Background: an optimization exercise with open tools, aiming at small area and a short achievable clock period. Do not read the settings as production practice.
RTL that was checked went through simulation tests only; none was proved equivalent to the original.
The flow treats the clock pin as an ideal source. Dropping or thinning the clock tree relies on that and would not hold on a real chip.

cedar:
// M216A_TopModule
module M216A_TopModule(
    input           clk_i,
    input           rst_i,
    input  [4 : 0]  width_i,
    input  [4 : 0]  height_i,
    output [7 : 0]  index_x_o,
    output [7 : 0]  index_y_o,
    output [3 : 0]  strike_o
);
==> module M216A_TopModule, before the edit <==
module M216A_TopModule(
    input           clk_i,
    input           rst_i,
    input  [4 : 0]  width_i,
    input  [4 : 0]  height_i,
    output [7 : 0]  index_x_o,
    output [7 : 0]  index_y_o,
    output [3 : 0]  strike_o
);
    reg  [3:0] ph;             
    reg  [1:0] warm;           
    reg        clr;            
    reg        live_q;         
    reg  [9:0] k_q;            
    reg  [3:0] wm1_q;          
    reg  [6:0] a_q, b_q, c_q;
    reg  [6:0] mn_q;
    reg  [6:0] sum_q;          
    reg        we_q;           
    reg        strike_q;
    reg  [3:0] id_q;
    reg  [6:0] x_q;
    reg  [6:0] y_q;
    reg        s_q;
    reg  [3:0] cnt_q;
    wire [6:0] occ [1:13];
    wire nrst   = ~rst_i;
    wire ph0    = ph[0];
    wire live_d = nrst & ph[3] & warm[1];
    wire [3:0] hi = height_i[3:0];
    wire [9:0] k_d;
    assign k_d[0] = (hi == 4'd4);
    assign k_d[1] = (hi == 4'd5);
    assign k_d[2] = (hi == 4'd6);
    assign k_d[3] = (hi == 4'd7);
    assign k_d[4] = (hi == 4'd8);
    assign k_d[5] = (hi == 4'd9);
    assign k_d[6] = (hi == 4'd10);
    assign k_d[7] = (hi == 4'd11);
    assign k_d[8] = (hi == 4'd12);
    assign k_d[9] = ~|k_d[8:0];
    wire k4  = k_q[0];
    wire k5  = k_q[1];
    wire k6  = k_q[2];
    wire k7  = k_q[3];
    wire k8  = k_q[4];
    wire k9  = k_q[5];
    wire k10 = k_q[6];
    wire k11 = k_q[7];
    wire k12 = k_q[8];
    wire k13 = k_q[9];
    wire [12:0] sel0 = {k13, 1'b0, 1'b0, k4, k12, k5, k11, k6, k10, k7, k9, 1'b0, k8};
    wire [12:0] sel1 = {1'b0, k13, 1'b0, 1'b0, k11, k4, k10, k5, k9, k6, 1'b0, k8, k7};
    wire [12:0] sel2 = {1'b0, 1'b0, k13, 1'b0, 1'b0, 1'b0, 1'b0, 1'b0, 1'b0, 1'b0, k8, k7, 1'b0};
    wire has1 = ~k12;
    wire has2 = k7 | k8 | k13;
    wire [3:0] id0 = ({4{k4}}  & 4'd10) | ({4{k5}}  & 4'd8) | ({4{k6}}  & 4'd6) |
                     ({4{k7}}  & 4'd4)  | ({4{k8}}  & 4'd1) | ({4{k9}}  & 4'd3) |
                     ({4{k10}} & 4'd5)  | ({4{k11}} & 4'd7) | ({4{k12}} & 4'd9) |
                     ({4{k13}} & 4'd13);
    wire [3:0] id1 = ({4{k4}}  & 4'd8)  | ({4{k5}}  & 4'd6) | ({4{k6}}  & 4'd4) |
                     ({4{k7}}  & 4'd1)  | ({4{k8}}  & 4'd2) | ({4{k9}}  & 4'd5) |
                     ({4{k10}} & 4'd7)  | ({4{k11}} & 4'd9) | ({4{k13}} & 4'd12);
    wire [3:0] id2 = ({4{k7}}  & 4'd2)  | ({4{k8}}  & 4'd3) | ({4{k13}} & 4'd11);
    function [6:0] ystart;
        input [3:0] id;
        begin
            ystart = ({7{id == 4'd2}}  & 7'd8)  | ({7{id == 4'd3}}  & 7'd16) |
                     ({7{id == 4'd4}}  & 7'd25) | ({7{id == 4'd5}}  & 7'd32) |
                     ({7{id == 4'd6}}  & 7'd42) | ({7{id == 4'd7}}  & 7'd48) |
                     ({7{id == 4'd8}}  & 7'd59) | ({7{id == 4'd9}}  & 7'd64) |
                     ({7{id == 4'd10}} & 7'd76) | ({7{id == 4'd11}} & 7'd80) |
                     ({7{id == 4'd12}} & 7'd96) | ({7{id == 4'd13}} & 7'd112);
        end
    endfunction
    reg  [6:0] rd0, rd1, rd2;
    integer i;
    always @(*) begin
        rd0 = 7'd0;
        rd1 = 7'd0;
        rd2 = 7'd0;
        for (i = 1; i <= 13; i = i + 1) begin
            rd0 = rd0 | (occ[i] & {7{sel0[i-1]}});
            rd1 = rd1 | (occ[i] & {7{sel1[i-1]}});
            rd2 = rd2 | (occ[i] & {7{sel2[i-1]}});
        end
    end
    function lt7;
        input [6:0] a;
        input [6:0] b;
        integer k;
        reg r;
        begin
            r = 1'b0;
            for (k = 0; k < 7; k = k + 1)
                r = (~a[k] & b[k]) | ((~a[k] | b[k]) & r);
            lt7 = r;
        end
    endfunction
    function [8:0] addm1;
        input [6:0] a;
        input [3:0] m;
        reg [6:0] b;
        reg [7:0] c0;              
        reg [7:0] c1;              
        reg t;
        integer i, j, k;
        begin
            b = {3'b000, m};
            c0 = 8'd0;
            c1 = 8'd1;
            for (i = 0; i < 7; i = i + 1) begin
                for (j = 0; j <= i; j = j + 1) begin
                    t = a[j] & b[j];
                    for (k = j + 1; k <= i; k = k + 1)
                        t = t & (a[k] | b[k]);
                    c0[i+1] = c0[i+1] | t;
                end
                t = 1'b1;
                for (k = 0; k <= i; k = k + 1)
                    t = t & (a[k] | b[k]);
                c1[i+1] = c0[i+1] | t;
            end
            addm1 = {c0[7], c1[7], (a ^ c1[6:0]) ^ b};
        end
    endfunction
    wire [8:0] sum = addm1(mn_q, wm1_q);      
    wire b_lt_a = lt7(b_q, a_q);
    wire c_lt_a = lt7(c_q, a_q);
    wire c_lt_b = lt7(c_q, b_q);
    wire pc = has2 & c_lt_a & c_lt_b;
    wire pb = has1 & b_lt_a & ~pc;
    wire strike_d = sum[8];
    wire strike = strike_q;
    wire [6:0] nocc_r = sum_q & {7{~clr}};
    always @(posedge clk_i) begin
        a_q <= rd0;
        b_q <= rd1;
        c_q <= rd2;
        mn_q <= pc ? c_q : pb ? b_q : a_q;
        id_q <= pc ? id2 : pb ? id1 : id0;
        sum_q <= sum[6:0] | {7{sum[7]}};
        strike_q <= strike_d;
        we_q <= live_d & ~strike_d;
        live_q <= live_d;
        ph <= rst_i ? 4'b0001 : {ph[2:0], ph[3]};
        if (rst_i | (ph0 & ~warm[1]))
            warm <= (warm + 2'd1) & {2{nrst}};
        clr <= rst_i | ~warm[1];
    end
    always @(posedge clk_i) begin
        if (rst_i) begin
            k_q <= 10'd0;
            wm1_q <= 4'd0;
        end else if (ph0) begin
            k_q <= k_d;
            wm1_q <= width_i[3:0] - 4'd1;
        end
    end
    always @(posedge clk_i) begin
        if (rst_i) begin
            x_q <= 7'd0;
            y_q <= 7'd0;
            s_q <= 1'b0;
            cnt_q <= 4'd0;
        end else if (live_q) begin
            x_q <= strike ? 7'd0 : mn_q;
            y_q <= strike ? 7'd0 : ystart(id_q);
            s_q <= strike;
            if (strike) cnt_q <= cnt_q + 4'd1;
        end
    end
    genvar g;
    generate
        for (g = 1; g <= 13; g = g + 1) begin : strip
            reg [6:0] v;
            always @(posedge clk_i)
                if (clr | (we_q & (id_q == g)))
                    v <= nocc_r;
            assign occ[g] = v;
        end
    endgenerate
    assign index_x_o = {s_q, x_q};
    assign index_y_o = {s_q, y_q};
    assign strike_o  = cnt_q;
endmodule
Settings: LEC_CHECK=0, ABC_AREA=1, CAP_MARGIN=20, CORE_MARGIN=2, CORE_UTILIZATION=55, CTS_BUF_LIST=sky130_fd_sc_hd__clkbuf_4 sky130_fd_sc_hd__clkbuf_8, CTS_CLUSTER_SIZE=30, SETUP_SLACK_MARGIN=1.7, SLEW_MARGIN=20, TNS_END_PERCENT=0; clock period 3.3 ns.
standard.sh (not shown) runs the stock make flow with config.mk's settings and CLKGATE_MAP_FILE= SYNTH_SCRIPT=/design/flow/synth_recipe.tcl, a recipe that flattens the netlist after the stock synthesis.
==> flow/flow/run.sh <==
#!/bin/bash
# Standard ORFS layout with these changes: sizing may change a cell's footprint,
# the port buffers are buf_2 cells, and the clock tree is the two-level tree
# that flow/cts_tree.tcl builds (see there).
set -euo pipefail
bash standard.sh synth > synth.log 2>&1
bash standard.sh MATCH_CELL_FOOTPRINT=0 \
  "BUFFER_PORTS_ARGS=-buffer_cell sky130_fd_sc_hd__buf_2" \
  "PRE_CTS_TCL=$PWD/flow/cts_tree.tcl" \
  finish > layout.log 2>&1
Other scripts of this flow, unchanged in this note and not shown: flow/flow/cts_tree.tcl
[inputs] garnet vs cedar
-- flow/design.v --
<<< cedar, line 22
    reg  [3:0] ph;             
    reg  [1:0] warm;           
    reg        clr;            
    reg        live_q;         
    reg  [9:0] k_q;            
>>> garnet, line 22
    reg  [3:0] ph;             
    reg  [1:0] warm;           
    reg        live_q;         
    reg  [9:0] k_q;            
<<< cedar, line 145
    wire strike_d = sum[8];
    wire strike = strike_q;
    wire [6:0] nocc_r = sum_q & {7{~clr}};
    always @(posedge clk_i) begin
        a_q <= rd0;
>>> garnet, line 144
    wire strike_d = sum[8];
    wire strike = strike_q;
    wire       clr    = ~warm[1];             
    wire [6:0] nocc_r = sum_q & {7{warm[1]}};
    always @(posedge clk_i) begin
        a_q <= rd0;
<<< cedar, line 159
        if (rst_i | (ph0 & ~warm[1]))
            warm <= (warm + 2'd1) & {2{nrst}};
        clr <= rst_i | ~warm[1];
    end
    always @(posedge clk_i) begin
>>> garnet, line 159
        if (rst_i | (ph0 & ~warm[1]))
            warm <= (warm + 2'd1) & {2{nrst}};
    end
    always @(posedge clk_i) begin
- The higher footprint of the multi-input gates came out of garnet.
- Looking at routed wire length across garnet and cedar, the one that comes out lower is cedar.
- Changes observed in garnet relative to cedar: register-to-register setup slack went down; share of the synthesized area in compound gates (AO/OA/AOI/OAI) went down.
- garnet and cedar ended up with roughly the same die span in y.
- Min all-layer global routing usage across garnet and cedar: cedar
- Sort garnet and cedar by final cell count, ascending, and cedar comes first.
Only the layout flow was run in garnet; the RTL was not checked for function there. No run of this note takes its clock network from TritonCTS; it comes from the design's own scripts or RTL.

## afterwards: timing with drivers on the ports
In the flow no input, the clock included, has a driving cell. The finished layouts below were timed again as built, in two steps.
Step 1: set_driving_cell puts a clkbuf_16 on clk_i and a buf_2 on each other input, an assumption about the parent block.
Step 2, shift: input delay + t, output delay - t, t = (earliest + latest rising clock arrival at the registers) / 2. This alone moves slack from input paths to output paths.
Slacks: no drivers / after step 1 / after step 2; pairs: no drivers / after step 1.
| run | shift t [ns] | slack for setup (ns) | hold slack, ns | pins driven straight from the clock port |
|---|---|---|---|---|
| cedar | 0.362 | 1.714 / 1.714 / 1.425 | 0.422 / 0.422 / 0.422 | 2 |
| garnet | 0.358 | 1.578 / 1.578 / 1.446 | 0.412 / 0.412 / 0.412 | 2 |
After both steps setup and hold are still met in every run listed. The setup slack of cedar, which loses most, moves by 0.000 ns with the drivers and by -0.289 ns with both steps.
